Context: an optimization exercise on an open-source flow, tuned for small area, a short achievable clock period and few clock cycles per item. The choices shown serve that exercise and are no tape-out recipe.
Only simulation tests tie the RTL to the original design; equivalence was not proved.
Power figures rest on the tool's default switching activity, not on a simulated workload.

==> flow/design.v <==
`timescale 1ns / 1ps
module fa3 (input a, b, c, output s, co);
assign s  = a ^ b ^ c;
assign co = (a & b) | (a & c) | (b & c);
endmodule
module ha2 (input a, b, output s, co);
assign s  = a ^ b;
assign co = a & b;
endmodule
module xn2 (input a, b, output y);
assign y = ~(a ^ b);
endmodule
`timescale 1ns / 1ps
`timescale 1ns / 1ps
`timescale 1ns / 1ps
module systolic_array_controller (
	input clk,
	input rst_n,
	input [3:0] a11, a12, a21, a22,
	input [3:0] b11, b12, b21, b22,
	input in_valid,
	output logic [8:0] c11, c12, c21, c22,
	output logic out_valid
);
logic v_q;
always_ff @(posedge clk or negedge rst_n) begin
	if (~rst_n) {out_valid, v_q} <= 2'b00;
	else        {out_valid, v_q} <= {v_q, in_valid};
end
wire [14:0] c11_m; logic [14:0] c11_q;
assign c11_m[0] = ~(a11[0] & b11[0]);
assign c11_m[1] = ~(a12[0] & b21[0]);
assign c11_m[2] = ~(a12[1] & b21[0]);
wire c11_k0, c11_s1, c11_k1, c11_s2, c11_k2, c11_k3, c11_s4, c11_k4, c11_s5, c11_k5, c11_s6, c11_k6, c11_s7, c11_k7, c11_s9, c11_k9, c11_s10, c11_k10, c11_k11, c11_s13, c11_k13, c11_s14;
fa3 c11_u0 (.a(~(a11[0] & b11[1])), .b(~(a11[1] & b11[0])), .c(~(a12[0] & b21[1])), .s(c11_m[3]), .co(c11_k0));
fa3 c11_u1 (.a(~(a11[0] & b11[2])), .b(~(a11[1] & b11[1])), .c(~(a11[2] & b11[0])), .s(c11_s1), .co(c11_k1));
fa3 c11_u2 (.a(~(a12[0] & b21[2])), .b(~(a12[1] & b21[1])), .c(~(a12[2] & b21[0])), .s(c11_s2), .co(c11_k2));
fa3 c11_u3 (.a(c11_k0), .b(c11_s1), .c(c11_s2), .s(c11_m[4]), .co(c11_k3));
fa3 c11_u4 (.a(~(a11[0] & b11[3])), .b(~(a11[1] & b11[2])), .c(~(a11[2] & b11[1])), .s(c11_s4), .co(c11_k4));
fa3 c11_u5 (.a(~(a11[3] & b11[0])), .b(~(a12[0] & b21[3])), .c(~(a12[1] & b21[2])), .s(c11_s5), .co(c11_k5));
fa3 c11_u6 (.a(~(a12[2] & b21[1])), .b(~(a12[3] & b21[0])), .c(c11_k1), .s(c11_s6), .co(c11_k6));
fa3 c11_u7 (.a(c11_k2), .b(c11_s4), .c(c11_s5), .s(c11_s7), .co(c11_k7));
fa3 c11_u8 (.a(c11_k3), .b(c11_s6), .c(c11_s7), .s(c11_m[5]), .co(c11_m[7]));
fa3 c11_u9 (.a(~(a11[1] & b11[3])), .b(~(a11[2] & b11[2])), .c(~(a11[3] & b11[1])), .s(c11_s9), .co(c11_k9));
fa3 c11_u10 (.a(~(a12[1] & b21[3])), .b(~(a12[2] & b21[2])), .c(~(a12[3] & b21[1])), .s(c11_s10), .co(c11_k10));
fa3 c11_u11 (.a(c11_k4), .b(c11_k5), .c(c11_s9), .s(c11_m[6]), .co(c11_k11));
fa3 c11_u12 (.a(c11_s10), .b(c11_k6), .c(c11_k7), .s(c11_m[8]), .co(c11_m[9]));
fa3 c11_u13 (.a(~(a11[2] & b11[3])), .b(~(a11[3] & b11[2])), .c(~(a12[2] & b21[3])), .s(c11_s13), .co(c11_k13));
fa3 c11_u14 (.a(~(a12[3] & b21[2])), .b(c11_k9), .c(c11_k10), .s(c11_s14), .co(c11_m[11]));
fa3 c11_u15 (.a(c11_s13), .b(c11_k11), .c(c11_s14), .s(c11_m[10]), .co(c11_m[13]));
fa3 c11_u16 (.a(~(a11[3] & b11[3])), .b(~(a12[3] & b21[3])), .c(c11_k13), .s(c11_m[12]), .co(c11_m[14]));
wire c11_2s0, c11_2k0, c11_2s1, c11_2k1, c11_2s2, c11_2k2;
fa3 c11_2u0 (.a(c11_q[6]), .b(c11_q[7]), .c(c11_q[8]), .s(c11_2s0), .co(c11_2k0));
fa3 c11_2u1 (.a(1'b1), .b(c11_q[9]), .c(c11_q[10]), .s(c11_2s1), .co(c11_2k1));
fa3 c11_2u2 (.a(c11_q[11]), .b(c11_q[12]), .c(c11_q[13]), .s(c11_2s2), .co(c11_2k2));
wire [8:0] c11_d;
wire c11_ak0, c11_ap0, c11_ak1, c11_ap1, c11_ak5, c11_ap5, c11_ak6, c11_ap6, c11_ak7, c11_ap7, c11_aK0_1, c11_aP0_1, c11_aK0_3, c11_aP0_3, c11_aK0_5, c11_aP0_5, c11_aK0_7, c11_aP0_7, c11_aK0_9, c11_aP0_9, c11_aK1_2, c11_aP1_2, c11_aK1_3, c11_aP1_3, c11_aK1_6, c11_aP1_6, c11_aK1_7, c11_aP1_7, c11_aK2_4, c11_aP2_4, c11_aK2_5, c11_aP2_5, c11_aK2_6, c11_aP2_6, c11_aK2_7, c11_aP2_7, c11_aK3_8, c11_aP3_8, c11_aK3_9, c11_aP3_9;
ha2 c11_ah0 (.a(c11_q[0]), .b(c11_q[1]), .s(c11_ap0), .co(c11_ak0));
ha2 c11_ah1 (.a(c11_q[2]), .b(c11_q[3]), .s(c11_ap1), .co(c11_ak1));
ha2 c11_ah5 (.a(c11_2s1), .b(c11_2k0), .s(c11_ap5), .co(c11_ak5));
ha2 c11_ah6 (.a(c11_2s2), .b(c11_2k1), .s(c11_ap6), .co(c11_ak6));
ha2 c11_ah7 (.a(c11_q[14]), .b(c11_2k2), .s(c11_ap7), .co(c11_ak7));
assign c11_aK0_1 = c11_ak0 | (c11_ap0 & 1'b1);
assign c11_aP0_1 = c11_ap0 & 1'b0;
assign c11_aK0_3 = c11_q[4] | (~c11_q[4] & c11_ak1);
assign c11_aP0_3 = ~c11_q[4] & c11_ap1;
assign c11_aK0_5 = c11_2s0 | (~c11_2s0 & c11_q[5]);
assign c11_aP0_5 = ~c11_2s0 & ~c11_q[5];
assign c11_aK0_7 = c11_ak6 | (c11_ap6 & c11_ak5);
assign c11_aP0_7 = c11_ap6 & c11_ap5;
assign c11_aK0_9 = 1'b1 | (1'b0 & c11_ak7);
assign c11_aP0_9 = 1'b0 & c11_ap7;
assign c11_aK1_2 = c11_ak1 | (c11_ap1 & c11_aK0_1);
assign c11_aP1_2 = c11_ap1 & c11_aP0_1;
assign c11_aK1_3 = c11_aK0_3 | (c11_aP0_3 & c11_aK0_1);
assign c11_aP1_3 = c11_aP0_3 & c11_aP0_1;
assign c11_aK1_6 = c11_ak5 | (c11_ap5 & c11_aK0_5);
assign c11_aP1_6 = c11_ap5 & c11_aP0_5;
assign c11_aK1_7 = c11_aK0_7 | (c11_aP0_7 & c11_aK0_5);
assign c11_aP1_7 = c11_aP0_7 & c11_aP0_5;
assign c11_aK2_4 = c11_q[5] | (~c11_q[5] & c11_aK1_3);
assign c11_aP2_4 = ~c11_q[5] & c11_aP1_3;
assign c11_aK2_5 = c11_aK0_5 | (c11_aP0_5 & c11_aK1_3);
assign c11_aP2_5 = c11_aP0_5 & c11_aP1_3;
assign c11_aK2_6 = c11_aK1_6 | (c11_aP1_6 & c11_aK1_3);
assign c11_aP2_6 = c11_aP1_6 & c11_aP1_3;
assign c11_aK2_7 = c11_aK1_7 | (c11_aP1_7 & c11_aK1_3);
assign c11_aP2_7 = c11_aP1_7 & c11_aP1_3;
assign c11_aK3_8 = c11_ak7 | (c11_ap7 & c11_aK2_7);
assign c11_aP3_8 = c11_ap7 & c11_aP2_7;
assign c11_aK3_9 = c11_aK0_9 | (c11_aP0_9 & c11_aK2_7);
assign c11_aP3_9 = c11_aP0_9 & c11_aP2_7;
assign c11_d[0] = ~(c11_ap0 ^ 1'b1);
assign c11_d[1] = ~(c11_ap1 ^ c11_aK0_1);
assign c11_d[2] = ~(~c11_q[4] ^ c11_aK1_2);
assign c11_d[3] = ~(~c11_q[5] ^ c11_aK1_3);
assign c11_d[4] = ~(~c11_2s0 ^ c11_aK2_4);
assign c11_d[5] = ~(c11_ap5 ^ c11_aK2_5);
assign c11_d[6] = ~(c11_ap6 ^ c11_aK2_6);
assign c11_d[7] = ~(c11_ap7 ^ c11_aK2_7);
assign c11_d[8] = ~(1'b0 ^ c11_aK3_8);
wire [14:0] c12_m; logic [14:0] c12_q;
assign c12_m[0] = ~(a11[0] & b12[0]);
assign c12_m[1] = ~(a12[0] & b22[0]);
assign c12_m[2] = ~(a12[1] & b22[0]);
wire c12_k0, c12_s1, c12_k1, c12_s2, c12_k2, c12_k3, c12_s4, c12_k4, c12_s5, c12_k5, c12_s6, c12_k6, c12_s7, c12_k7, c12_s9, c12_k9, c12_s10, c12_k10, c12_k11, c12_s13, c12_k13, c12_s14;
fa3 c12_u0 (.a(~(a11[0] & b12[1])), .b(~(a11[1] & b12[0])), .c(~(a12[0] & b22[1])), .s(c12_m[3]), .co(c12_k0));
fa3 c12_u1 (.a(~(a11[0] & b12[2])), .b(~(a11[1] & b12[1])), .c(~(a11[2] & b12[0])), .s(c12_s1), .co(c12_k1));
fa3 c12_u2 (.a(~(a12[0] & b22[2])), .b(~(a12[1] & b22[1])), .c(~(a12[2] & b22[0])), .s(c12_s2), .co(c12_k2));
fa3 c12_u3 (.a(c12_k0), .b(c12_s1), .c(c12_s2), .s(c12_m[4]), .co(c12_k3));
fa3 c12_u4 (.a(~(a11[0] & b12[3])), .b(~(a11[1] & b12[2])), .c(~(a11[2] & b12[1])), .s(c12_s4), .co(c12_k4));
fa3 c12_u5 (.a(~(a11[3] & b12[0])), .b(~(a12[0] & b22[3])), .c(~(a12[1] & b22[2])), .s(c12_s5), .co(c12_k5));
fa3 c12_u6 (.a(~(a12[2] & b22[1])), .b(~(a12[3] & b22[0])), .c(c12_k1), .s(c12_s6), .co(c12_k6));
fa3 c12_u7 (.a(c12_k2), .b(c12_s4), .c(c12_s5), .s(c12_s7), .co(c12_k7));
fa3 c12_u8 (.a(c12_k3), .b(c12_s6), .c(c12_s7), .s(c12_m[5]), .co(c12_m[7]));
fa3 c12_u9 (.a(~(a11[1] & b12[3])), .b(~(a11[2] & b12[2])), .c(~(a11[3] & b12[1])), .s(c12_s9), .co(c12_k9));
fa3 c12_u10 (.a(~(a12[1] & b22[3])), .b(~(a12[2] & b22[2])), .c(~(a12[3] & b22[1])), .s(c12_s10), .co(c12_k10));
fa3 c12_u11 (.a(c12_k4), .b(c12_k5), .c(c12_s9), .s(c12_m[6]), .co(c12_k11));
fa3 c12_u12 (.a(c12_s10), .b(c12_k6), .c(c12_k7), .s(c12_m[8]), .co(c12_m[9]));
fa3 c12_u13 (.a(~(a11[2] & b12[3])), .b(~(a11[3] & b12[2])), .c(~(a12[2] & b22[3])), .s(c12_s13), .co(c12_k13));
fa3 c12_u14 (.a(~(a12[3] & b22[2])), .b(c12_k9), .c(c12_k10), .s(c12_s14), .co(c12_m[11]));
fa3 c12_u15 (.a(c12_s13), .b(c12_k11), .c(c12_s14), .s(c12_m[10]), .co(c12_m[13]));
fa3 c12_u16 (.a(~(a11[3] & b12[3])), .b(~(a12[3] & b22[3])), .c(c12_k13), .s(c12_m[12]), .co(c12_m[14]));
wire c12_2s0, c12_2k0, c12_2s1, c12_2k1, c12_2s2, c12_2k2;
fa3 c12_2u0 (.a(c12_q[6]), .b(c12_q[7]), .c(c12_q[8]), .s(c12_2s0), .co(c12_2k0));
fa3 c12_2u1 (.a(1'b1), .b(c12_q[9]), .c(c12_q[10]), .s(c12_2s1), .co(c12_2k1));
fa3 c12_2u2 (.a(c12_q[11]), .b(c12_q[12]), .c(c12_q[13]), .s(c12_2s2), .co(c12_2k2));
wire [8:0] c12_d;
wire c12_ak0, c12_ap0, c12_ak1, c12_ap1, c12_ak5, c12_ap5, c12_ak6, c12_ap6, c12_ak7, c12_ap7, c12_aK0_1, c12_aP0_1, c12_aK0_3, c12_aP0_3, c12_aK0_5, c12_aP0_5, c12_aK0_7, c12_aP0_7, c12_aK0_9, c12_aP0_9, c12_aK1_2, c12_aP1_2, c12_aK1_3, c12_aP1_3, c12_aK1_6, c12_aP1_6, c12_aK1_7, c12_aP1_7, c12_aK2_4, c12_aP2_4, c12_aK2_5, c12_aP2_5, c12_aK2_6, c12_aP2_6, c12_aK2_7, c12_aP2_7, c12_aK3_8, c12_aP3_8, c12_aK3_9, c12_aP3_9;
ha2 c12_ah0 (.a(c12_q[0]), .b(c12_q[1]), .s(c12_ap0), .co(c12_ak0));
ha2 c12_ah1 (.a(c12_q[2]), .b(c12_q[3]), .s(c12_ap1), .co(c12_ak1));
ha2 c12_ah5 (.a(c12_2s1), .b(c12_2k0), .s(c12_ap5), .co(c12_ak5));
ha2 c12_ah6 (.a(c12_2s2), .b(c12_2k1), .s(c12_ap6), .co(c12_ak6));
ha2 c12_ah7 (.a(c12_q[14]), .b(c12_2k2), .s(c12_ap7), .co(c12_ak7));
assign c12_aK0_1 = c12_ak0 | (c12_ap0 & 1'b1);
assign c12_aP0_1 = c12_ap0 & 1'b0;
assign c12_aK0_3 = c12_q[4] | (~c12_q[4] & c12_ak1);
assign c12_aP0_3 = ~c12_q[4] & c12_ap1;
assign c12_aK0_5 = c12_2s0 | (~c12_2s0 & c12_q[5]);
assign c12_aP0_5 = ~c12_2s0 & ~c12_q[5];
assign c12_aK0_7 = c12_ak6 | (c12_ap6 & c12_ak5);
assign c12_aP0_7 = c12_ap6 & c12_ap5;
assign c12_aK0_9 = 1'b1 | (1'b0 & c12_ak7);
assign c12_aP0_9 = 1'b0 & c12_ap7;
assign c12_aK1_2 = c12_ak1 | (c12_ap1 & c12_aK0_1);
assign c12_aP1_2 = c12_ap1 & c12_aP0_1;
assign c12_aK1_3 = c12_aK0_3 | (c12_aP0_3 & c12_aK0_1);
assign c12_aP1_3 = c12_aP0_3 & c12_aP0_1;
assign c12_aK1_6 = c12_ak5 | (c12_ap5 & c12_aK0_5);
assign c12_aP1_6 = c12_ap5 & c12_aP0_5;
assign c12_aK1_7 = c12_aK0_7 | (c12_aP0_7 & c12_aK0_5);
assign c12_aP1_7 = c12_aP0_7 & c12_aP0_5;
assign c12_aK2_4 = c12_q[5] | (~c12_q[5] & c12_aK1_3);
assign c12_aP2_4 = ~c12_q[5] & c12_aP1_3;
assign c12_aK2_5 = c12_aK0_5 | (c12_aP0_5 & c12_aK1_3);
assign c12_aP2_5 = c12_aP0_5 & c12_aP1_3;
assign c12_aK2_6 = c12_aK1_6 | (c12_aP1_6 & c12_aK1_3);
assign c12_aP2_6 = c12_aP1_6 & c12_aP1_3;
assign c12_aK2_7 = c12_aK1_7 | (c12_aP1_7 & c12_aK1_3);
assign c12_aP2_7 = c12_aP1_7 & c12_aP1_3;
assign c12_aK3_8 = c12_ak7 | (c12_ap7 & c12_aK2_7);
assign c12_aP3_8 = c12_ap7 & c12_aP2_7;
assign c12_aK3_9 = c12_aK0_9 | (c12_aP0_9 & c12_aK2_7);
assign c12_aP3_9 = c12_aP0_9 & c12_aP2_7;
assign c12_d[0] = ~(c12_ap0 ^ 1'b1);
assign c12_d[1] = ~(c12_ap1 ^ c12_aK0_1);
assign c12_d[2] = ~(~c12_q[4] ^ c12_aK1_2);
assign c12_d[3] = ~(~c12_q[5] ^ c12_aK1_3);
assign c12_d[4] = ~(~c12_2s0 ^ c12_aK2_4);
assign c12_d[5] = ~(c12_ap5 ^ c12_aK2_5);
assign c12_d[6] = ~(c12_ap6 ^ c12_aK2_6);
assign c12_d[7] = ~(c12_ap7 ^ c12_aK2_7);
assign c12_d[8] = ~(1'b0 ^ c12_aK3_8);
wire [14:0] c21_m; logic [14:0] c21_q;
assign c21_m[0] = ~(a21[0] & b11[0]);
assign c21_m[1] = ~(a22[0] & b21[0]);
assign c21_m[2] = ~(a22[1] & b21[0]);
wire c21_k0, c21_s1, c21_k1, c21_s2, c21_k2, c21_k3, c21_s4, c21_k4, c21_s5, c21_k5, c21_s6, c21_k6, c21_s7, c21_k7, c21_s9, c21_k9, c21_s10, c21_k10, c21_k11, c21_s13, c21_k13, c21_s14;
fa3 c21_u0 (.a(~(a21[0] & b11[1])), .b(~(a21[1] & b11[0])), .c(~(a22[0] & b21[1])), .s(c21_m[3]), .co(c21_k0));
fa3 c21_u1 (.a(~(a21[0] & b11[2])), .b(~(a21[1] & b11[1])), .c(~(a21[2] & b11[0])), .s(c21_s1), .co(c21_k1));
fa3 c21_u2 (.a(~(a22[0] & b21[2])), .b(~(a22[1] & b21[1])), .c(~(a22[2] & b21[0])), .s(c21_s2), .co(c21_k2));
fa3 c21_u3 (.a(c21_k0), .b(c21_s1), .c(c21_s2), .s(c21_m[4]), .co(c21_k3));
fa3 c21_u4 (.a(~(a21[0] & b11[3])), .b(~(a21[1] & b11[2])), .c(~(a21[2] & b11[1])), .s(c21_s4), .co(c21_k4));
fa3 c21_u5 (.a(~(a21[3] & b11[0])), .b(~(a22[0] & b21[3])), .c(~(a22[1] & b21[2])), .s(c21_s5), .co(c21_k5));
fa3 c21_u6 (.a(~(a22[2] & b21[1])), .b(~(a22[3] & b21[0])), .c(c21_k1), .s(c21_s6), .co(c21_k6));
fa3 c21_u7 (.a(c21_k2), .b(c21_s4), .c(c21_s5), .s(c21_s7), .co(c21_k7));
fa3 c21_u8 (.a(c21_k3), .b(c21_s6), .c(c21_s7), .s(c21_m[5]), .co(c21_m[7]));
fa3 c21_u9 (.a(~(a21[1] & b11[3])), .b(~(a21[2] & b11[2])), .c(~(a21[3] & b11[1])), .s(c21_s9), .co(c21_k9));
fa3 c21_u10 (.a(~(a22[1] & b21[3])), .b(~(a22[2] & b21[2])), .c(~(a22[3] & b21[1])), .s(c21_s10), .co(c21_k10));
fa3 c21_u11 (.a(c21_k4), .b(c21_k5), .c(c21_s9), .s(c21_m[6]), .co(c21_k11));
fa3 c21_u12 (.a(c21_s10), .b(c21_k6), .c(c21_k7), .s(c21_m[8]), .co(c21_m[9]));
fa3 c21_u13 (.a(~(a21[2] & b11[3])), .b(~(a21[3] & b11[2])), .c(~(a22[2] & b21[3])), .s(c21_s13), .co(c21_k13));
fa3 c21_u14 (.a(~(a22[3] & b21[2])), .b(c21_k9), .c(c21_k10), .s(c21_s14), .co(c21_m[11]));
fa3 c21_u15 (.a(c21_s13), .b(c21_k11), .c(c21_s14), .s(c21_m[10]), .co(c21_m[13]));
fa3 c21_u16 (.a(~(a21[3] & b11[3])), .b(~(a22[3] & b21[3])), .c(c21_k13), .s(c21_m[12]), .co(c21_m[14]));
wire c21_2s0, c21_2k0, c21_2s1, c21_2k1, c21_2s2, c21_2k2;
fa3 c21_2u0 (.a(c21_q[6]), .b(c21_q[7]), .c(c21_q[8]), .s(c21_2s0), .co(c21_2k0));
fa3 c21_2u1 (.a(1'b1), .b(c21_q[9]), .c(c21_q[10]), .s(c21_2s1), .co(c21_2k1));
fa3 c21_2u2 (.a(c21_q[11]), .b(c21_q[12]), .c(c21_q[13]), .s(c21_2s2), .co(c21_2k2));
wire [8:0] c21_d;
wire c21_ak0, c21_ap0, c21_ak1, c21_ap1, c21_ak5, c21_ap5, c21_ak6, c21_ap6, c21_ak7, c21_ap7, c21_aK0_1, c21_aP0_1, c21_aK0_3, c21_aP0_3, c21_aK0_5, c21_aP0_5, c21_aK0_7, c21_aP0_7, c21_aK0_9, c21_aP0_9, c21_aK1_2, c21_aP1_2, c21_aK1_3, c21_aP1_3, c21_aK1_6, c21_aP1_6, c21_aK1_7, c21_aP1_7, c21_aK2_4, c21_aP2_4, c21_aK2_5, c21_aP2_5, c21_aK2_6, c21_aP2_6, c21_aK2_7, c21_aP2_7, c21_aK3_8, c21_aP3_8, c21_aK3_9, c21_aP3_9;
ha2 c21_ah0 (.a(c21_q[0]), .b(c21_q[1]), .s(c21_ap0), .co(c21_ak0));
ha2 c21_ah1 (.a(c21_q[2]), .b(c21_q[3]), .s(c21_ap1), .co(c21_ak1));
ha2 c21_ah5 (.a(c21_2s1), .b(c21_2k0), .s(c21_ap5), .co(c21_ak5));
ha2 c21_ah6 (.a(c21_2s2), .b(c21_2k1), .s(c21_ap6), .co(c21_ak6));
ha2 c21_ah7 (.a(c21_q[14]), .b(c21_2k2), .s(c21_ap7), .co(c21_ak7));
assign c21_aK0_1 = c21_ak0 | (c21_ap0 & 1'b1);
assign c21_aP0_1 = c21_ap0 & 1'b0;
assign c21_aK0_3 = c21_q[4] | (~c21_q[4] & c21_ak1);
assign c21_aP0_3 = ~c21_q[4] & c21_ap1;
assign c21_aK0_5 = c21_2s0 | (~c21_2s0 & c21_q[5]);
assign c21_aP0_5 = ~c21_2s0 & ~c21_q[5];
assign c21_aK0_7 = c21_ak6 | (c21_ap6 & c21_ak5);
assign c21_aP0_7 = c21_ap6 & c21_ap5;
assign c21_aK0_9 = 1'b1 | (1'b0 & c21_ak7);
assign c21_aP0_9 = 1'b0 & c21_ap7;
assign c21_aK1_2 = c21_ak1 | (c21_ap1 & c21_aK0_1);
assign c21_aP1_2 = c21_ap1 & c21_aP0_1;
assign c21_aK1_3 = c21_aK0_3 | (c21_aP0_3 & c21_aK0_1);
assign c21_aP1_3 = c21_aP0_3 & c21_aP0_1;
assign c21_aK1_6 = c21_ak5 | (c21_ap5 & c21_aK0_5);
assign c21_aP1_6 = c21_ap5 & c21_aP0_5;
assign c21_aK1_7 = c21_aK0_7 | (c21_aP0_7 & c21_aK0_5);
assign c21_aP1_7 = c21_aP0_7 & c21_aP0_5;
assign c21_aK2_4 = c21_q[5] | (~c21_q[5] & c21_aK1_3);
assign c21_aP2_4 = ~c21_q[5] & c21_aP1_3;
assign c21_aK2_5 = c21_aK0_5 | (c21_aP0_5 & c21_aK1_3);
assign c21_aP2_5 = c21_aP0_5 & c21_aP1_3;
assign c21_aK2_6 = c21_aK1_6 | (c21_aP1_6 & c21_aK1_3);
assign c21_aP2_6 = c21_aP1_6 & c21_aP1_3;
assign c21_aK2_7 = c21_aK1_7 | (c21_aP1_7 & c21_aK1_3);
assign c21_aP2_7 = c21_aP1_7 & c21_aP1_3;
assign c21_aK3_8 = c21_ak7 | (c21_ap7 & c21_aK2_7);
assign c21_aP3_8 = c21_ap7 & c21_aP2_7;
assign c21_aK3_9 = c21_aK0_9 | (c21_aP0_9 & c21_aK2_7);
assign c21_aP3_9 = c21_aP0_9 & c21_aP2_7;
assign c21_d[0] = ~(c21_ap0 ^ 1'b1);
assign c21_d[1] = ~(c21_ap1 ^ c21_aK0_1);
assign c21_d[2] = ~(~c21_q[4] ^ c21_aK1_2);
assign c21_d[3] = ~(~c21_q[5] ^ c21_aK1_3);
assign c21_d[4] = ~(~c21_2s0 ^ c21_aK2_4);
assign c21_d[5] = ~(c21_ap5 ^ c21_aK2_5);
assign c21_d[6] = ~(c21_ap6 ^ c21_aK2_6);
assign c21_d[7] = ~(c21_ap7 ^ c21_aK2_7);
assign c21_d[8] = ~(1'b0 ^ c21_aK3_8);
wire [14:0] c22_m; logic [14:0] c22_q;
assign c22_m[0] = ~(a21[0] & b12[0]);
assign c22_m[1] = ~(a22[0] & b22[0]);
assign c22_m[2] = ~(a22[1] & b22[0]);
wire c22_k0, c22_s1, c22_k1, c22_s2, c22_k2, c22_k3, c22_s4, c22_k4, c22_s5, c22_k5, c22_s6, c22_k6, c22_s7, c22_k7, c22_s9, c22_k9, c22_s10, c22_k10, c22_k11, c22_s13, c22_k13, c22_s14;
fa3 c22_u0 (.a(~(a21[0] & b12[1])), .b(~(a21[1] & b12[0])), .c(~(a22[0] & b22[1])), .s(c22_m[3]), .co(c22_k0));
fa3 c22_u1 (.a(~(a21[0] & b12[2])), .b(~(a21[1] & b12[1])), .c(~(a21[2] & b12[0])), .s(c22_s1), .co(c22_k1));
fa3 c22_u2 (.a(~(a22[0] & b22[2])), .b(~(a22[1] & b22[1])), .c(~(a22[2] & b22[0])), .s(c22_s2), .co(c22_k2));
fa3 c22_u3 (.a(c22_k0), .b(c22_s1), .c(c22_s2), .s(c22_m[4]), .co(c22_k3));
fa3 c22_u4 (.a(~(a21[0] & b12[3])), .b(~(a21[1] & b12[2])), .c(~(a21[2] & b12[1])), .s(c22_s4), .co(c22_k4));
fa3 c22_u5 (.a(~(a21[3] & b12[0])), .b(~(a22[0] & b22[3])), .c(~(a22[1] & b22[2])), .s(c22_s5), .co(c22_k5));
fa3 c22_u6 (.a(~(a22[2] & b22[1])), .b(~(a22[3] & b22[0])), .c(c22_k1), .s(c22_s6), .co(c22_k6));
fa3 c22_u7 (.a(c22_k2), .b(c22_s4), .c(c22_s5), .s(c22_s7), .co(c22_k7));
fa3 c22_u8 (.a(c22_k3), .b(c22_s6), .c(c22_s7), .s(c22_m[5]), .co(c22_m[7]));
fa3 c22_u9 (.a(~(a21[1] & b12[3])), .b(~(a21[2] & b12[2])), .c(~(a21[3] & b12[1])), .s(c22_s9), .co(c22_k9));
fa3 c22_u10 (.a(~(a22[1] & b22[3])), .b(~(a22[2] & b22[2])), .c(~(a22[3] & b22[1])), .s(c22_s10), .co(c22_k10));
fa3 c22_u11 (.a(c22_k4), .b(c22_k5), .c(c22_s9), .s(c22_m[6]), .co(c22_k11));
fa3 c22_u12 (.a(c22_s10), .b(c22_k6), .c(c22_k7), .s(c22_m[8]), .co(c22_m[9]));
fa3 c22_u13 (.a(~(a21[2] & b12[3])), .b(~(a21[3] & b12[2])), .c(~(a22[2] & b22[3])), .s(c22_s13), .co(c22_k13));
fa3 c22_u14 (.a(~(a22[3] & b22[2])), .b(c22_k9), .c(c22_k10), .s(c22_s14), .co(c22_m[11]));
fa3 c22_u15 (.a(c22_s13), .b(c22_k11), .c(c22_s14), .s(c22_m[10]), .co(c22_m[13]));
fa3 c22_u16 (.a(~(a21[3] & b12[3])), .b(~(a22[3] & b22[3])), .c(c22_k13), .s(c22_m[12]), .co(c22_m[14]));
wire c22_2s0, c22_2k0, c22_2s1, c22_2k1, c22_2s2, c22_2k2;
fa3 c22_2u0 (.a(c22_q[6]), .b(c22_q[7]), .c(c22_q[8]), .s(c22_2s0), .co(c22_2k0));
fa3 c22_2u1 (.a(1'b1), .b(c22_q[9]), .c(c22_q[10]), .s(c22_2s1), .co(c22_2k1));
fa3 c22_2u2 (.a(c22_q[11]), .b(c22_q[12]), .c(c22_q[13]), .s(c22_2s2), .co(c22_2k2));
wire [8:0] c22_d;
wire c22_ak0, c22_ap0, c22_ak1, c22_ap1, c22_ak5, c22_ap5, c22_ak6, c22_ap6, c22_ak7, c22_ap7, c22_aK0_1, c22_aP0_1, c22_aK0_3, c22_aP0_3, c22_aK0_5, c22_aP0_5, c22_aK0_7, c22_aP0_7, c22_aK0_9, c22_aP0_9, c22_aK1_2, c22_aP1_2, c22_aK1_3, c22_aP1_3, c22_aK1_6, c22_aP1_6, c22_aK1_7, c22_aP1_7, c22_aK2_4, c22_aP2_4, c22_aK2_5, c22_aP2_5, c22_aK2_6, c22_aP2_6, c22_aK2_7, c22_aP2_7, c22_aK3_8, c22_aP3_8, c22_aK3_9, c22_aP3_9;
ha2 c22_ah0 (.a(c22_q[0]), .b(c22_q[1]), .s(c22_ap0), .co(c22_ak0));
ha2 c22_ah1 (.a(c22_q[2]), .b(c22_q[3]), .s(c22_ap1), .co(c22_ak1));
ha2 c22_ah5 (.a(c22_2s1), .b(c22_2k0), .s(c22_ap5), .co(c22_ak5));
ha2 c22_ah6 (.a(c22_2s2), .b(c22_2k1), .s(c22_ap6), .co(c22_ak6));
ha2 c22_ah7 (.a(c22_q[14]), .b(c22_2k2), .s(c22_ap7), .co(c22_ak7));
assign c22_aK0_1 = c22_ak0 | (c22_ap0 & 1'b1);
assign c22_aP0_1 = c22_ap0 & 1'b0;
assign c22_aK0_3 = c22_q[4] | (~c22_q[4] & c22_ak1);
assign c22_aP0_3 = ~c22_q[4] & c22_ap1;
assign c22_aK0_5 = c22_2s0 | (~c22_2s0 & c22_q[5]);
assign c22_aP0_5 = ~c22_2s0 & ~c22_q[5];
assign c22_aK0_7 = c22_ak6 | (c22_ap6 & c22_ak5);
assign c22_aP0_7 = c22_ap6 & c22_ap5;
assign c22_aK0_9 = 1'b1 | (1'b0 & c22_ak7);
assign c22_aP0_9 = 1'b0 & c22_ap7;
assign c22_aK1_2 = c22_ak1 | (c22_ap1 & c22_aK0_1);
assign c22_aP1_2 = c22_ap1 & c22_aP0_1;
assign c22_aK1_3 = c22_aK0_3 | (c22_aP0_3 & c22_aK0_1);
assign c22_aP1_3 = c22_aP0_3 & c22_aP0_1;
assign c22_aK1_6 = c22_ak5 | (c22_ap5 & c22_aK0_5);
assign c22_aP1_6 = c22_ap5 & c22_aP0_5;
assign c22_aK1_7 = c22_aK0_7 | (c22_aP0_7 & c22_aK0_5);
assign c22_aP1_7 = c22_aP0_7 & c22_aP0_5;
assign c22_aK2_4 = c22_q[5] | (~c22_q[5] & c22_aK1_3);
assign c22_aP2_4 = ~c22_q[5] & c22_aP1_3;
assign c22_aK2_5 = c22_aK0_5 | (c22_aP0_5 & c22_aK1_3);
assign c22_aP2_5 = c22_aP0_5 & c22_aP1_3;
assign c22_aK2_6 = c22_aK1_6 | (c22_aP1_6 & c22_aK1_3);
assign c22_aP2_6 = c22_aP1_6 & c22_aP1_3;
assign c22_aK2_7 = c22_aK1_7 | (c22_aP1_7 & c22_aK1_3);
assign c22_aP2_7 = c22_aP1_7 & c22_aP1_3;
assign c22_aK3_8 = c22_ak7 | (c22_ap7 & c22_aK2_7);
assign c22_aP3_8 = c22_ap7 & c22_aP2_7;
assign c22_aK3_9 = c22_aK0_9 | (c22_aP0_9 & c22_aK2_7);
assign c22_aP3_9 = c22_aP0_9 & c22_aP2_7;
assign c22_d[0] = ~(c22_ap0 ^ 1'b1);
assign c22_d[1] = ~(c22_ap1 ^ c22_aK0_1);
assign c22_d[2] = ~(~c22_q[4] ^ c22_aK1_2);
assign c22_d[3] = ~(~c22_q[5] ^ c22_aK1_3);
assign c22_d[4] = ~(~c22_2s0 ^ c22_aK2_4);
assign c22_d[5] = ~(c22_ap5 ^ c22_aK2_5);
assign c22_d[6] = ~(c22_ap6 ^ c22_aK2_6);
assign c22_d[7] = ~(c22_ap7 ^ c22_aK2_7);
assign c22_d[8] = ~(1'b0 ^ c22_aK3_8);
always_ff @(posedge clk) begin
	c11_q <= c11_m;
	c11 <= c11_d;
	c12_q <= c12_m;
	c12 <= c12_d;
	c21_q <= c21_m;
	c21 <= c21_d;
	c22_q <= c22_m;
	c22 <= c22_d;
end
endmodule
==> flow/flow/run.sh <==
#!/bin/bash
# Own layout flow: the standard layout (standard.sh), with the port buffers
# made from sky130_fd_sc_hd__buf_2 instead of the resizer's default choice.
# make's full output (yosys, openroad, ...) goes to make_finish.log here; ORFS
# keeps each step's own log under orfs/logs/.
set -euo pipefail
export BUFFER_PORTS_ARGS="-buffer_cell sky130_fd_sc_hd__buf_2"
bash standard.sh finish > make_finish.log 2>&1
==> flow/standard.sh <==
#!/bin/bash
# synth_recipe.tcl (not shown) runs the flow's synth.tcl, then flattens the netlist and writes it again
# the make line also repeats each setting of config.mk as NAME=value (left out here)
make -C /OpenROAD-flow-scripts/flow DESIGN_CONFIG=/design/flow/config.mk WORK_HOME=/design/flow/orfs CLKGATE_MAP_FILE= SYNTH_SCRIPT=/design/flow/synth_recipe.tcl "${@:-finish}"
==> flow/config.mk <==
export PLATFORM = sky130hd
export DESIGN_NAME = systolic_array_controller
export DESIGN_NICKNAME = systolic_array_controller
export VERILOG_FILES = /design/flow/design.v
export SDC_FILE = /design/flow/constraint.sdc
export NUM_CORES = 4
export LEC_CHECK = 0
export CAP_MARGIN = 20
export CORE_MARGIN = 2
export CORE_UTILIZATION = 65
export CTS_BUF_LIST = sky130_fd_sc_hd__clkbuf_8
export SLEW_MARGIN = 20
export SYNTH_HIERARCHICAL = 1
export SYNTH_MINIMUM_KEEP_SIZE = 0
==> flow/constraint.sdc <==
create_clock -name core_clock -period 5.0 [get_ports {clk}]
set_input_delay 1.0000 -clock core_clock [delete_from_list [all_inputs] [get_ports {clk}]]
set_output_delay 1.0000 -clock core_clock [all_outputs]
set_load 0.01 [all_outputs]
==> results of run 1 <==
## placed cells by master (no fill, tap or decap), drive strengths merged, types with 8 or more instances in the layout
cell	n
nand2	140
dfxtp	96
fa	80
buf	71
ha	32
inv	13
xnor2	12
clkbuf	12
nor2	8
or2	8
## cell type report
type	instances	area, um^2
clock buffer	12	165
clock inverter	4	26.3
fill	567	1990
inverter	12	45.0
multi-input combinational	312	3010
sequential	98	1970
tap	102	128
timing repair buffer	71	355
## Yosys stat by module, one instance, submodules excluded
module	flip-flops and latches	cells inside
systolic_array_controller	98	351
fa3	0	1
ha2	0	1
## kinds of logic after synthesis
group,after synthesis
flip-flops,98
AND/OR/NAND/NOR,168
AO/OA/AOI/OAI,16
XOR/XNOR,12
adder cells (fa/ha/maj),112
other,1
buffers and inverters,44
## stage by stage
step	instance area (um^2)	setup WS (ns)	instances	hold slack [ns]	total power, W
after floorplan	5150	2.13	454	0.331	0.00192
after global placement	5510	2.16	595	0.340	0.00217
after detailed placement	5510	2.12	595	0.360	0.00222
after CTS	5700	2.51	611	0.381	0.00270
after global routing	5700	2.44	611	0.378	0.00291
final	5700	2.51	611	0.372	0.00266
## worst register-to-register path: stages, from the launching register on
cell      delay [ns]
dfxtp_1         0.32
fa_1            0.54
nor4_4          0.34
a21o_1          0.19
nand3b_1        0.09
ha_1            0.28
inv_1           0.04
## registers in the layout, summed over array words and instances, names as in the netlist
register   cells
c11_q         15
c12_q         15
c21_q         15
c22_q         15
c11            9
c12            9
c21            9
c22            9
out_valid      1
v_q            1
## power by group
group          leakage (nW)  switching [W]  internal, W
logic                  1.47       0.000545     0.000511
clock network        0.0920       0.000265     0.000220
registers             0.829      0.0000964      0.00103
total                  2.39       0.000907      0.00176
## path summary, 6_finish.rpt
path / startpoint / end / slack [ns]
worst min register to register: v_q / out_valid / 0.37
min in group asynchronous: rst_n / v_q / 0.40
worst max register to register: c11_q[6] / c11[7] / 3.11
max in group asynchronous: rst_n / out_valid / 4.51
worst max-delay path: a22[0] / c22_q[5] / 2.51
worst min-delay path: v_q / out_valid / 0.37
## layer usage
metal / wire length, um / up-vias / global-route usage [%]
met5: 0 / - / 0
met4: 218 / 0 / 9.44
met1: 3620 / 1585 / 29.7
met2: 4620 / 108 / 41.7
met3: 503 / 17 / 4.64
li1: - / 1487 / -
==> results.toml, run 1 <==
[sta]
fin_worst_skew_ns = 0.00884
clock.fmax_mhz = 402
setup_viol = 0
hold_violations = 0
setup_tns_ns = 0
grt_setup_unrepaired = "false"
min_period_ns = 2.49
maxSlewViolCount = 0
fin_crit_sh_pct = 49.8

[yosys]
avgSynthCellArea_um2 = 11.4
synth-simple-area-share_pct = 14.6
synthArstFlopShare_pct = 2.04
synth_compound_gate_area_share_pct = 2.68
ys_seq_elements = 98
syn_area_um2 = 5140
synth_top_area_cell = "dfxtp_1"
yosysMostFrequentCell = "nand2_1"
ys_seq_area_share_pct = 38.4
synth.top_cells.by_count = "nand2_1, dfxtp_1, fa_1"
synth_top_area_share_pct = 37.4
synth_top_family_by_area = "adder cells"
syn_inst = 451
ys.flop_type = "dfxtp_1"
synth_cell_types = 20
synth_warnings = 7
synth_area_leaders = "dfxtp_1, fa_1, nand2_1"
synth_fa_ha_area_share_pct = 39.0
synthXorXnorAreaFrac_pct = 2.05
muxShareOfSynthArea_pct = 0
synth_edf_count = 0

[critical_path]
cp.arrival_ns = 2.73
slowest_delay_ns = 0.57
path_cells = "buf_2, nand2_1, fa_1, fa_1, fa_1"
path_delay_family = "adder cells"
end_kind = "flip-flop"
slowest_stage = "fa_1"
start_kind = "input pin"
critPathMaxFanout = 8
path_class = "in2reg"
critical_path_depth = 5
crit_top_cell = "fa_1"
crit_required_ns = 5.24
worst-path-buf-inv = 1
reg2reg_depth = 6

[clocking]
path_clk_slew_ns = 0.09
numCtsBuffers = 9
holdBufCountCts = 0
clock-sinks = 98
postCtsSetupBuffers = 0
clk_latency_ns = 0.37
cts_tree = "yes"
cts.path.max_buffers = 2
cts_resized = 0
cts_root_buf = "clkbuf_8"
cts_htree_levels = 3

[grt]
grt_start_max_net_pins = 16
grt_antenna_before_repair = 0
grt_first_pass_wirelength_mm = 15.7
track_usage_pct = 24.0
grt_pass1_vias = 3465
grt-ovfl-total = 0

[power_and_ir_drop]
vdd_ir_drop_max_v = 0.000315
leakage_nw = 2.39
power_density_nw_per_um2 = 467

[placement]
gp_congestion = 0.816
io_buffers = 71
hpwl_mm = 7.16

[cells_and_area]
nNetsFinal = 651
post-route-util_pct = 74.2
drive_above_1_share_pct = 19.6
synthToLayoutAreaGrowth_pct = 11.0
antenna_cells = 0

[drt]
post_drt_wl_per_cell_um = 14.7
firstDrtPassIters = 5
drc_errors = 0
drtAntennaViolNets = 0
vias = 3197
vias_per_cell = 5.23
drtIter0Drc = 164
wl_mm = 8.96

[floorplan]
initial_core_util_pct = 66.8
ios = 72
die_w_um = 92.9
rows = 32
die_y_um = 92.9
core_um2 = 7690
dieArea_um2 = 8630

[outcome]
outcome = "no timing/DRC/antenna violations"

[job]
cap_violations = 0

[min_path]
min-delay-path-class = "reg2reg"
whs_path_depth = 0
Testbench counts, summed over its fixed seeds: cycles 1,216, items 1,200.
==> run 2: changes to the inputs <==
--- a/flow/config.mk
+++ b/flow/config.mk
@@ -10,4 +10,6 @@
 export CORE_UTILIZATION = 65
 export CTS_BUF_LIST = sky130_fd_sc_hd__clkbuf_8
+export CTS_CLUSTER_DIAMETER = 60
+export CTS_CLUSTER_SIZE = 25
 export SLEW_MARGIN = 20
 export SYNTH_HIERARCHICAL = 1
==> run 2 against run 1 <==
Net effect:
- wire length unchanged
- count of clock-buffer cells in the layout unchanged
- setup slack did not move
- largest cell class unchanged
- critical path depth stayed put
- hold slack unchanged
- still clean on timing, DRC and antenna
- non-clock buffer count unchanged
- fmax stayed put
- highest routed layer unchanged
- combinational power about the same
==> results.toml, run 2 <==
[outcome]
outcome = "no timing/DRC/antenna violations"

[placement]
hpwl_mm = 7.16
io_buffers = 71
dp_slack_ns = 2.12
gp_congestion = 0.816
placed_area_um2 = 5510
place_inst = 595

[yosys]
syn_area_um2 = 5140
syn_inst = 451
synthArstFlopShare_pct = 2.04
synth_edf_count = 0
synth_area_leaders = "dfxtp_1, fa_1, nand2_1"
synth_top_area_share_pct = 37.4
ys.flop_type = "dfxtp_1"
synth_top_family_by_area = "adder cells"
synthXorXnorAreaFrac_pct = 2.05
muxShareOfSynthArea_pct = 0
avgSynthCellArea_um2 = 11.4
synth-simple-area-share_pct = 14.6
synth_warnings = 7
synth_top_area_cell = "dfxtp_1"
ys_seq_area_share_pct = 38.4
synth_compound_gate_area_share_pct = 2.68
ys_seq_elements = 98
synth_cell_types = 20
yosysMostFrequentCell = "nand2_1"
synth_fa_ha_area_share_pct = 39.0
synth.top_cells.by_count = "nand2_1, dfxtp_1, fa_1"

[critical_path]
critPathMaxFanout = 8
r2r_start = "c11_q[6]"
start_kind = "input pin"
crit_required_ns = 5.24
path_cells = "buf_2, nand2_1, fa_1, fa_1, fa_1"
rrSetupSlack_ns = 3.11
slowest_stage = "fa_1"
worst-path-buf-inv = 1
path_class = "in2reg"
crit-reg2reg-capture = "c11[7]"
end_kind = "flip-flop"
cp.arrival_ns = 2.73
slowest_delay_ns = 0.57
path_delay_family = "adder cells"
reg2reg_depth = 6
crit_top_cell = "fa_1"
crit_start = "a22[0]"

[grt]
busiest_layer = "met2"
grt_first_pass_wirelength_mm = 15.7
gr-usage-met1_pct = 29.7
grt_start_max_net_pins = 16
grt-ovfl-total = 0
grt_antenna_before_repair = 0
track_usage_pct = 24.0
grt_pass1_vias = 3465
met3_usage_pct = 4.64
grt.met2_usage_pct = 41.7

[cells_and_area]
fin_cells = 611
design_area_um2 = 5700
antenna_cells = 0
synthToLayoutAreaGrowth_pct = 11.0
layout_commonest_cell = "nand2_1"
drive_above_1_share_pct = 19.6
fillCellCount = 567
final_cell_mix = "nand2_1, dfxtp_1, fa_1"
nNetsFinal = 651

[drt]
drtAntennaViolNets = 0
vias = 3197
wl_mm = 8.96
post_drt_wl_per_cell_um = 14.7
drc_errors = 0
drtIter0Drc = 164
firstDrtPassIters = 5
vias_per_cell = 5.23

[clocking]
path_clk_slew_ns = 0.09
cts.path.max_buffers = 2
cts_root_buf = "clkbuf_8"
postCtsSetupBuffers = 0
cts_htree_levels = 3
holdBufCountCts = 0
numCtsBuffers = 9
clock-sinks = 98
clk_latency_ns = 0.37
cts_resized = 0
cts_tree = "yes"

[min_path]
min-delay-path-class = "reg2reg"
min_to = "out_valid"
whs_path_depth = 0
hp-start = "v_q"

[sta]
worst_slack_ns = 2.51
fin_crit_sh_pct = 49.8
fin_worst_skew_ns = 0.00884
maxSlewViolCount = 0
clock.fmax_mhz = 402
setup_viol = 0
hold_violations = 0
setup_tns_ns = 0
min_period_ns = 2.49
grt_setup_unrepaired = "false"

[power_and_ir_drop]
leakage_nw = 2.39
power_density_nw_per_um2 = 467
vdd_ir_drop_max_v = 0.000315

[floorplan]
core_um2 = 7690
initial_core_util_pct = 66.8
die_w_um = 92.9
die_y_um = 92.9
ios = 72
rows = 32
dieArea_um2 = 8630

[job]
cap_violations = 0
[run 2: worst max-delay path by stage]
stage,depth (start not counted),slack (ns),end
global route,5,2.44,c22_q[5]
finish,5,2.51,c22_q[5]
CTS,5,2.51,c22_q[5]
detailed placement,5,2.12,c22_q[5]
global placement,5,2.16,c21_q[5]
floorplan,5,2.13,c21_q[5]
[run 2: metrics by stage]
stage               util (%)  hold slack (ns)  total power (W)
floorplan                  -            0.331          0.00192
global placement        71.7            0.340          0.00217
detailed placement      71.7            0.360          0.00222
CTS                     74.2            0.381          0.00270
global route            74.2            0.378          0.00291
finish                  74.2            0.372          0.00266
[run 2: report_power, final]
part	internal, W	switching (W)
clock network	0.000220	0.000265
registers	0.00103	0.0000964
logic	0.000511	0.000545
[run 2: cells by family (layout without fill, tap and decap cells)]
logic type,after synthesis,in the layout
adder cells (fa/ha/maj),112,112
flip-flops,98,98
buffers and inverters,44,99
AND/OR/NAND/NOR,168,168
AO/OA/AOI/OAI,16,16
XOR/XNOR,12,12
other,1,4
[run 2: final cells by class]
cell class                      instances  area (um^2)  share of cell area [%]
Timing Repair Buffer                   71          355                    6.23
Sequential cell                        98         1970                    34.6
Tap cell                              102          128                    2.24
Clock buffer                           12          165                    2.90
Clock inverter                          4         26.3                   0.461
Multi-Input combinational cell        312         3010                    52.8
Inverter                               12         45.0                   0.790
[run 2: Yosys stat by module, one instance, submodules excluded]
module | cells | area [um^2]
systolic_array_controller | 351 | 3280
ha2 | 1 | 12.5
fa3 | 1 | 20.0
[run 2: layer usage]
metal / wire (um) / part of all wire, %
met5: 0 / 0
met4: 218 / 2.4
met3: 503 / 5.6
met2: 4620 / 52
met1: 3620 / 40
==> run 3: changes to the inputs <==
--- a/flow/config.mk
+++ b/flow/config.mk
@@ -10,6 +10,6 @@
 export CORE_UTILIZATION = 65
 export CTS_BUF_LIST = sky130_fd_sc_hd__clkbuf_8
-export CTS_CLUSTER_DIAMETER = 60
-export CTS_CLUSTER_SIZE = 25
+export CTS_CLUSTER_DIAMETER = 100
+export CTS_CLUSTER_SIZE = 35
 export SLEW_MARGIN = 20
 export SYNTH_HIERARCHICAL = 1
==> run 3 against run 2 <==
Net effect:
- flip-flop and latch count is the same
- sequential share of layout area unchanged
- count of clock-buffer cells in the layout is the same
- fmax unchanged
- sequential power hardly changed
- critical endpoint unchanged
==> results.toml, run 3 <==
[cells_and_area]
nNetsFinal = 651
fillCellCount = 567
fin_cells = 611
synthToLayoutAreaGrowth_pct = 11.0
final_cell_mix = "nand2_1, dfxtp_1, fa_1"
layout_commonest_cell = "nand2_1"
antenna_cells = 0
drive_above_1_share_pct = 19.6

[clocking]
clk_latency_ns = 0.37
cts_root_buf = "clkbuf_8"
holdBufCountCts = 0
postCtsSetupBuffers = 0
cts_htree_levels = 3
cts_tree = "yes"
cts.path.max_buffers = 2
cts_resized = 0
clock-sinks = 98
numCtsBuffers = 9
path_clk_slew_ns = 0.09

[drt]
firstDrtPassIters = 5
post_drt_wl_per_cell_um = 14.7
vias_per_cell = 5.23
drtIter0Drc = 164
drc_errors = 0
drtAntennaViolNets = 0
wl_mm = 8.96
vias = 3197

[sta]
min_period_ns = 2.49
setup_viol = 0
grt_setup_unrepaired = "false"
setup_tns_ns = 0
fin_worst_skew_ns = 0.00884
clock.fmax_mhz = 402
fin_crit_sh_pct = 49.8
hold_violations = 0
maxSlewViolCount = 0

[critical_path]
r2r_start = "c11_q[6]"
start_kind = "input pin"
slowest_delay_ns = 0.57
cp.arrival_ns = 2.73
crit_required_ns = 5.24
path_class = "in2reg"
crit_top_cell = "fa_1"
crit-reg2reg-capture = "c11[7]"
slowest_stage = "fa_1"
critPathMaxFanout = 8
rrSetupSlack_ns = 3.11
reg2reg_depth = 6
end_kind = "flip-flop"
path_cells = "buf_2, nand2_1, fa_1, fa_1, fa_1"

[floorplan]
initial_core_util_pct = 66.8
rows = 32
die_y_um = 92.9
ios = 72
dieArea_um2 = 8630
core_um2 = 7690
die_w_um = 92.9

[grt]
grt-ovfl-total = 0
track_usage_pct = 24.0
grt_antenna_before_repair = 0
grt_start_max_net_pins = 16
grt_first_pass_wirelength_mm = 15.7
grt_pass1_vias = 3465

[job]
cap_violations = 0

[placement]
io_buffers = 71
hpwl_mm = 7.16
gp_congestion = 0.816
place_inst = 595

[power_and_ir_drop]
vdd_ir_drop_max_v = 0.000315
power_density_nw_per_um2 = 467
leakage_nw = 2.39

[min_path]
hp-start = "v_q"
min_to = "out_valid"
whs_path_depth = 0
min-delay-path-class = "reg2reg"

[yosys]
avgSynthCellArea_um2 = 11.4
synth_top_area_share_pct = 37.4
ys.flop_type = "dfxtp_1"
synthArstFlopShare_pct = 2.04
yosysMostFrequentCell = "nand2_1"
syn_inst = 451
syn_area_um2 = 5140
synth_warnings = 7
synth_top_area_cell = "dfxtp_1"
ys_seq_area_share_pct = 38.4
synth_edf_count = 0
synth_area_leaders = "dfxtp_1, fa_1, nand2_1"
synth.top_cells.by_count = "nand2_1, dfxtp_1, fa_1"
synth_cell_types = 20
ys_seq_elements = 98

[outcome]
outcome = "no timing/DRC/antenna violations"
run 3: cell counts in the layout (fill, tap and decap cells not counted):
No cell type changed its count.
run 3: where the power goes:
group,total [W],switching [W],internal [W]
clock network,0.000485,0.000265,0.000220
registers,0.00112,0.0000964,0.00103
logic,0.00106,0.000545,0.000511
run 3: per-module statistics from Yosys, one instance, submodules excluded:
module / flip-flops and latches / area (um^2) / cells
systolic_array_controller: 98 / 3280 / 351
fa3: 0 / 20.0 / 1
ha2: 0 / 12.5 / 1
run 3: cell type report:
class / count / area [um^2] / area share [%]
well taps: 102 / 128 / 2.24
repair buffers: 71 / 355 / 6.23
multi-input cells: 312 / 3010 / 52.8
clock buffers: 12 / 165 / 2.90
inverters: 12 / 45.0 / 0.790
flip-flops and latches: 98 / 1970 / 34.6
clock inverters: 4 / 26.3 / 0.461
run 3: metal layers:
| metal | vias to the layer above | global-route usage [%] | routed length [um] |
|---|---|---|---|
| met5 | - | 0 | 0 |
| met4 | 0 | 9.44 | 218 |
| met3 | 17 | 4.64 | 503 |
| met2 | 108 | 41.7 | 4620 |
| met1 | 1585 | 29.7 | 3620 |
| li1 | 1487 | - | - |
run 3: cells by family (layout without fill, tap and decap cells):
logic type / Yosys count / in the layout / share of synthesized area [%]
AOI/OAI and AO/OA: 16 / 16 / 2.68
other: 1 / 4 / 0.0730
buffers and inverters: 44 / 99 / 3.22
adders and majority gates: 112 / 112 / 39.0
xor gates and xnor gates: 12 / 12 / 2.05
DFF: 98 / 98 / 38.4
and+or+nand+nor: 168 / 168 / 14.6
run 3: worst max-delay path, delay by kind of cell:
kind,cells,cell delay (ns)
fa+ha+maj,3,1.44
buf+inv,1,0.19
simple gates,1,0.11
run 3: metrics by stage:
stage	setup WS [ns]	hold WS [ns]	util, %	power, W	area [um^2]
4_1_cts	2.51	0.381	74.2	0.00270	5700
2_1_floorplan	2.13	0.331	-	0.00192	5150
5_1_grt	2.44	0.378	74.2	0.00291	5700
3_5_place_dp	2.12	0.360	71.7	0.00222	5510
6_report	2.51	0.372	74.2	0.00266	5700
3_3_place_gp	2.16	0.340	71.7	0.00217	5510
run 3: how the worst max path moves through the flow:
stage	endpoint	depth (start not counted)	from	slack, ns
floorplan	c21_q[5]	5	b11[3]	2.13
global placement	c21_q[5]	5	a21[0]	2.16
detailed placement	c22_q[5]	5	a21[0]	2.12
CTS	c22_q[5]	5	a21[0]	2.51
global route	c22_q[5]	5	a21[0]	2.44
finish	c22_q[5]	5	a22[0]	2.51
==> run 4: changes to the inputs <==
==> flow/flow/run.sh (replaced) <==
#!/bin/bash
# Own layout flow: the standard layout (standard.sh), with smaller port
# buffers than the resizer's default choice: sky130_fd_sc_hd__buf_4 on the inputs
# (each drives eight gates) and, through flow/ports.tcl after global placement,
# sky130_fd_sc_hd__buf_1 on the outputs.
# make's full output (yosys, openroad, ...) goes to make_finish.log here; ORFS
# keeps each step's own log under orfs/logs/.
set -euo pipefail
export BUFFER_PORTS_ARGS="-buffer_cell sky130_fd_sc_hd__buf_4"
export POST_GLOBAL_PLACE_TCL="$PWD/flow/ports.tcl"
bash standard.sh finish > make_finish.log 2>&1
==> flow/flow/ports.tcl (new file) <==
# Runs after global placement (POST_GLOBAL_PLACE_TCL).  buffer_ports gave every
# port a sky130_fd_sc_hd__buf_4; the output ports' buffers only drive the pin
# load, so they become sky130_fd_sc_hd__buf_1 (detailed placement legalizes).
set n 0
foreach inst [[ord::get_db_block] getInsts] {
  if {[string match "output*" [$inst getName]] && [[$inst getMaster] getName] eq "sky130_fd_sc_hd__buf_4"} {
    replace_cell [$inst getName] sky130_fd_sc_hd__buf_1
    incr n
  }
}
puts "ports.tcl: $n output buffers are now sky130_fd_sc_hd__buf_1"
--- a/flow/config.mk
+++ b/flow/config.mk
@@ -10,6 +10,4 @@
 export CORE_UTILIZATION = 65
 export CTS_BUF_LIST = sky130_fd_sc_hd__clkbuf_8
-export CTS_CLUSTER_DIAMETER = 100
-export CTS_CLUSTER_SIZE = 35
 export SLEW_MARGIN = 20
 export SYNTH_HIERARCHICAL = 1
==> run 4 against run 3 <==
Net effect:
- still clean on timing, DRC and antenna
- total power is 1.7% higher
- hold slack improved by 0.0012 ns
- sequential share of layout area shrank 0.41 points
- sequential power about the same
- via count decreased by 0.13%
- fmax increased by 2.5%
- design area rose by 1.2%
- flip-flop and latch count is the same
- critical path type unchanged
==> results.toml, run 4 <==
[outcome]
outcome = "no timing/DRC/antenna violations"

[cells_and_area]
nNetsFinal = 651
fillCellCount = 563
synthToLayoutAreaGrowth_pct = 12.4
layout_commonest_cell = "nand2_1"
fin_cells = 611
final_cell_mix = "nand2_1, dfxtp_1, fa_1"
design_area_um2 = 5770
drive_above_1_share_pct = 12.2
antenna_cells = 0

[yosys]
synth_top_area_cell = "dfxtp_1"
synth_edf_count = 0
synth_top_area_share_pct = 37.4
syn_area_um2 = 5140
ys.flop_type = "dfxtp_1"
avgSynthCellArea_um2 = 11.4
ys_seq_area_share_pct = 38.4
synthArstFlopShare_pct = 2.04
syn_inst = 451
synth_cell_types = 20
synth_warnings = 7
yosysMostFrequentCell = "nand2_1"
synth.top_cells.by_count = "nand2_1, dfxtp_1, fa_1"
synth_area_leaders = "dfxtp_1, fa_1, nand2_1"
ys_seq_elements = 98

[drt]
drtIter0Drc = 128
drc_errors = 0
vias = 3193
drtAntennaViolNets = 0
vias_per_cell = 5.23
post_drt_wl_per_cell_um = 14.8
firstDrtPassIters = 5
wl_mm = 9.02

[floorplan]
rows = 32
initial_core_util_pct = 66.8
ios = 72
die_y_um = 92.9
dieArea_um2 = 8630
core_um2 = 7690
die_w_um = 92.9

[critical_path]
start_kind = "input pin"
cp.arrival_ns = 2.67
critPathMaxFanout = 8
crit_required_ns = 5.24
path_class = "in2reg"
end_kind = "flip-flop"

[clocking]
clock-sinks = 98
numCtsBuffers = 9
cts_resized = 0
holdBufCountCts = 0
clk_latency_ns = 0.36
cts.path.max_buffers = 2
cts_root_buf = "clkbuf_8"
cts_htree_levels = 3
cts_tree = "yes"
path_clk_slew_ns = 0.09
postCtsSetupBuffers = 0

[grt]
track_usage_pct = 24.4
grt_pass1_vias = 3461
grt_antenna_before_repair = 0
grt_start_max_net_pins = 17
grt_first_pass_wirelength_mm = 15.9
grt-ovfl-total = 0

[sta]
setup_tns_ns = 0
hold_violations = 0
fin_crit_sh_pct = 48.6
grt_setup_unrepaired = "false"
setup_viol = 0
clock.fmax_mhz = 412
fin_worst_skew_ns = 0.00995
min_period_ns = 2.43
maxSlewViolCount = 0

[power_and_ir_drop]
power_density_nw_per_um2 = 469
leakage_nw = 2.34
vdd_ir_drop_max_v = 0.000297

[placement]
placed_area_um2 = 5550
place_inst = 595
io_buffers = 71
hpwl_mm = 7.30

[job]
cap_violations = 0

[min_path]
min-delay-path-class = "reg2reg"
run 4: cell counts after synthesis:
Identical to the previous run, type by type.
run 4: kinds of logic (layout without fill, tap and decap cells):
kind of cell	after synthesis	count (layout)	synth area share (%)
simple gates	168	168	14.6
compound gates	16	16	2.68
buf+inv	44	99	3.22
flops	98	98	38.4
other cells	1	4	0.0730
xor+xnor	12	12	2.05
fa+ha+maj	112	112	39.0
run 4: metal layers:
| layer | GRT usage (%) | vias to the layer above | share of wire [%] |
|---|---|---|---|
| li1 | - | 1486 | - |
| met1 | 30.4 | 1585 | 39 |
| met2 | 42.1 | 109 | 53 |
| met3 | 5.21 | 13 | 6.2 |
| met4 | 8.82 | 0 | 1.8 |
| met5 | 0 | - | 0 |
run 4: worst max-delay path, cell delays in order:
cell	delay (ns)
buf_4	0.13
nand2_1	0.08
fa_1	0.51
fa_1	0.54
fa_1	0.40
run 4: final timing paths:
| path | from | endpoint | slack (ns) | cells past startpoint |
|---|---|---|---|---|
| setup / recovery | a21[0] | c22_q[5] | 2.57 | 5 |
| hold / removal | v_q | out_valid | 0.37 | 0 |
| min in group asynchronous | rst_n | out_valid | 0.40 | 1 |
| max in group asynchronous | rst_n | v_q | 4.52 | 1 |
| hold reg to reg | v_q | out_valid | 0.37 | 0 |
| setup reg to reg | c11_q[6] | c11[7] | 3.14 | 6 |
run 4: area by class of cell:
cell class	count	area (um^2)	area share (%)
clock buffer	10	138	2.39
clock inverter	6	83.8	1.45
inverter	12	45.0	0.781
multi-input combinational	312	3010	52.2
sequential	98	1970	34.2
tap	102	128	2.21
timing repair buffer	71	394	6.83
run 4: power by group:
part,switching (W),leakage (nW),internal [W]
Combinational,0.000541,1.39,0.000484
Clock,0.000261,0.115,0.000293
Sequential,0.000102,0.829,0.00103
Total,0.000905,2.34,0.00180
run 4: per-stage QoR:
step                      power (W)  worst slack (ns)  hold WS (ns)  util (%)
after detailed placement    0.00219              2.19         0.360      72.2
after CTS                   0.00275              2.59         0.378      75.1
after floorplan             0.00192              2.13         0.331         -
after global routing        0.00294              2.51         0.370      75.1
final                       0.00271              2.57         0.373      75.1
after global placement      0.00225              2.23         0.340      74.0
run 4: Yosys stat by module (local to each module, per instance):
| module | times used | flip-flops and latches |
|---|---|---|
| fa3 | 80 | 0 |
| systolic_array_controller | 1 | 98 |
| ha2 | 20 | 0 |
==> run 5: changes to the inputs <==
==> flow/flow/run.sh (replaced) <==
#!/bin/bash
# Own layout flow: the standard layout (standard.sh), with smaller port
# buffers than the resizer's default choice: sky130_fd_sc_hd__buf_2 on the inputs
# (each drives eight gates) and, through flow/ports.tcl after global placement,
# sky130_fd_sc_hd__buf_1 on the outputs.
# make's full output (yosys, openroad, ...) goes to make_finish.log here; ORFS
# keeps each step's own log under orfs/logs/.
set -euo pipefail
export BUFFER_PORTS_ARGS="-buffer_cell sky130_fd_sc_hd__buf_2"
export POST_GLOBAL_PLACE_TCL="$PWD/flow/ports.tcl"
bash standard.sh finish > make_finish.log 2>&1
==> flow/flow/ports.tcl (replaced) <==
# Runs after global placement (POST_GLOBAL_PLACE_TCL).  buffer_ports gave every
# port a sky130_fd_sc_hd__buf_2; the output ports' buffers only drive the pin
# load, so they become sky130_fd_sc_hd__buf_1 (detailed placement legalizes).
set n 0
foreach inst [[ord::get_db_block] getInsts] {
  if {[string match "output*" [$inst getName]] && [[$inst getMaster] getName] eq "sky130_fd_sc_hd__buf_2"} {
    replace_cell [$inst getName] sky130_fd_sc_hd__buf_1
    incr n
  }
}
puts "ports.tcl: $n output buffers are now sky130_fd_sc_hd__buf_1"
--- a/flow/config.mk
+++ b/flow/config.mk
@@ -8,6 +8,7 @@
 export CAP_MARGIN = 20
 export CORE_MARGIN = 2
-export CORE_UTILIZATION = 65
+export CORE_UTILIZATION = 50
 export CTS_BUF_LIST = sky130_fd_sc_hd__clkbuf_8
+export PLACE_DENSITY = 0.75
 export SLEW_MARGIN = 20
 export SYNTH_HIERARCHICAL = 1
==> run 5 against run 4 <==
Net effect:
- still clean on timing, DRC and antenna
- register-to-register slack got worse by 0.05 ns
- flip-flop and latch count did not move
- first-iteration DRC count fell by 6.3%
- hold slack got worse by 0.016 ns
- setup slack got worse by 0.066 ns
- fmax fell by 2.6%
- non-clock buffer count did not move
- critical endpoint is now c12_q[10]
- largest cell class unchanged
==> results.toml, run 5 <==
[cells_and_area]
nNetsFinal = 651
antenna_cells = 0
design_area_um2 = 5710
final_cell_mix = "nand2_1, dfxtp_1, fa_1"
layout_commonest_cell = "nand2_1"
drive_above_1_share_pct = 12.2
synthToLayoutAreaGrowth_pct = 11.2

[clocking]
holdBufCountCts = 0
path_clk_slew_ns = 0.08
clk_latency_ns = 0.38
postCtsSetupBuffers = 0
clock-sinks = 98
numCtsBuffers = 9
cts_htree_levels = 3
cts.path.max_buffers = 2
cts_root_buf = "clkbuf_8"
cts_tree = "yes"
cts_resized = 0

[placement]
hpwl_mm = 7.49
io_buffers = 71
placed_area_um2 = 5500

[sta]
fin_worst_skew_ns = 0.00657
fin_crit_sh_pct = 49.9
setup_tns_ns = 0
maxSlewViolCount = 0
hold_violations = 0
hold_ws_ns = 0.357
clock.fmax_mhz = 401
grt_setup_unrepaired = "false"
min_period_ns = 2.49
setup_viol = 0

[yosys]
ys_seq_area_share_pct = 38.4
synth_warnings = 7
synth_area_leaders = "dfxtp_1, fa_1, nand2_1"
ys.flop_type = "dfxtp_1"
syn_area_um2 = 5140
synth_top_area_share_pct = 37.4
synth_cell_types = 20
synth.top_cells.by_count = "nand2_1, dfxtp_1, fa_1"
yosysMostFrequentCell = "nand2_1"
synth_edf_count = 0
avgSynthCellArea_um2 = 11.4
synth_top_area_cell = "dfxtp_1"
ys_seq_elements = 98
synthArstFlopShare_pct = 2.04
syn_inst = 451

[job]
cap_violations = 0

[floorplan]
initial_core_util_pct = 52.1
dieArea_um2 = 11100
die_y_um = 105
ios = 72
core_um2 = 9860
rows = 36
die_w_um = 105

[drt]
post_drt_wl_per_cell_um = 14.1
drc_errors = 0
vias = 3180
drtIter0Drc = 120
drtAntennaViolNets = 0
wl_mm = 9.04
firstDrtPassIters = 5
vias_per_cell = 4.96

[min_path]
min-delay-path-class = "reg2reg"
whs_path_depth = 0
min_to = "out_valid"
hp-start = "v_q"

[critical_path]
rrSetupSlack_ns = 3.09
crit-reg2reg-capture = "c11[7]"
crit_required_ns = 5.25
slowest_delay_ns = 0.56
critPathMaxFanout = 8
end_kind = "flip-flop"
crit_top_cell = "fa_1"
path_cells = "buf_2, nand2_1, fa_1, fa_1, fa_1"
path_delay_family = "adder cells"
slowest_stage = "fa_1"
cp.arrival_ns = 2.75
path_class = "in2reg"
reg2reg_depth = 6
r2r_start = "c11_q[6]"
worst-path-buf-inv = 1
start_kind = "input pin"

[grt]
grt_first_pass_wirelength_mm = 15.8
grt-ovfl-total = 0
grt_antenna_before_repair = 0
grt_start_max_net_pins = 16
track_usage_pct = 18.5
grt_pass1_vias = 3375

[power_and_ir_drop]
p_switching_w = 0.000905
vdd_ir_drop_max_v = 0.000229
sw_frac_of_total_pct = 33.7
power_density_nw_per_um2 = 470
clock_power_share_pct = 20.1
leakage_nw = 2.30
power_frac_comb_pct = 37.9
power.total_w = 0.00269
p_seq_share_pct = 42.0
intPower_w = 0.00178

[outcome]
outcome = "no timing/DRC/antenna violations"
-- run 5: cell counts after synthesis --
No cell type changed its count.
-- run 5: cells by family after synthesis --
logic type	Yosys count	share of synthesized area [%]
simple gates	168	14.6
xor+xnor	12	2.05
compound gates	16	2.68
other cells	1	0.0730
fa+ha+maj	112	39.0
buf+inv	44	3.22
flops	98	38.4
-- run 5: worst max path at each step --
stage                     startpoint        end  slack, ns  depth (start not counted)
final                         a11[1]  c12_q[10]       2.51                          5
after global routing          b22[2]   c12_q[5]       2.45                          5
after CTS                     a11[1]  c12_q[10]       2.52                          5
after detailed placement      a11[1]  c12_q[10]       2.12                          5
after global placement        a22[0]   c22_q[5]       2.17                          5
after floorplan               b11[3]   c21_q[5]       2.13                          5
-- run 5: final cells by class --
class                   count  area [um^2]
clock buffers               9          124
well taps                 133          166
clock inverters             6         83.8
fillers                   831         4150
inverters                  12         45.0
flip-flops and latches     98         1970
repair buffers             71          309
multi-input cells         312         3010
-- run 5: modules after synthesis (local to each module, per instance) --
module                     copies in the design  cell area, um^2  cells
systolic_array_controller                     1             3280    351
fa3                                          80             20.0      1
ha2                                          20             12.5      1
-- run 5: layer usage --
layer	up-vias	wire length [um]	GRT usage, %
met5	-	0	0
met2	96	4760	31.2
met4	0	198	8.10
li1	1489	-	-
met3	17	485	4.33
met1	1578	3600	22.6
-- run 5: through the flow --
step | cells | worst slack (ns) | util (%)
floorplan | 454 | 2.13 | -
global placement | 626 | 2.17 | 56.3
detailed placement | 626 | 2.12 | 55.8
CTS | 641 | 2.52 | 57.9
global route | 641 | 2.45 | 57.9
finish | 641 | 2.51 | 57.9
-- run 5: power groups by stage --
stage	clock network (W)	logic, W	registers (W)
after floorplan	0	0.000715	0.00120
after detailed placement	0	0.00104	0.00115
after global placement	0	0.00103	0.00114
final	0.000540	0.00102	0.00113
after CTS	0.000557	0.00105	0.00113
after global routing	0.000591	0.00118	0.00116

-- port drivers added, routing unchanged --
In the flow no input, the clock included, has a driving cell. The finished layouts below were timed again as built, in two steps. Step 1 assumes that a clkbuf_16 drives the clock port and a buf_2 every other input. Step 2 adds t to the input delays and takes it off the output delays; t is the mean of the earliest and latest rising clock arrival at the registers after step 1. Input paths then give back, and output paths get back, about the clock's delay inside the block. Slacks: ideal ports / drivers / drivers and shift; pairs: ideal ports / drivers.
run | t (ns) | slack for setup (ns) | worst slew at a driven data input, ns | cell pins on the clock port's net
run 1 | 0.396 | 2.510 / 2.501 / 2.105 | 0.06 | 1
run 2 | 0.396 | 2.510 / 2.501 / 2.105 | 0.06 | 1
run 3 | 0.396 | 2.510 / 2.501 / 2.105 | 0.06 | 1
run 4 | 0.387 | 2.571 / 2.541 / 2.154 | 0.06 | 1
run 5 | 0.400 | 2.505 / 2.495 / 2.095 | 0.06 | 1
After both steps setup and hold are still met in every run listed. For run 4, which loses most, drivers alone change the setup slack by -0.030 ns; drivers and shift together by -0.417 ns.
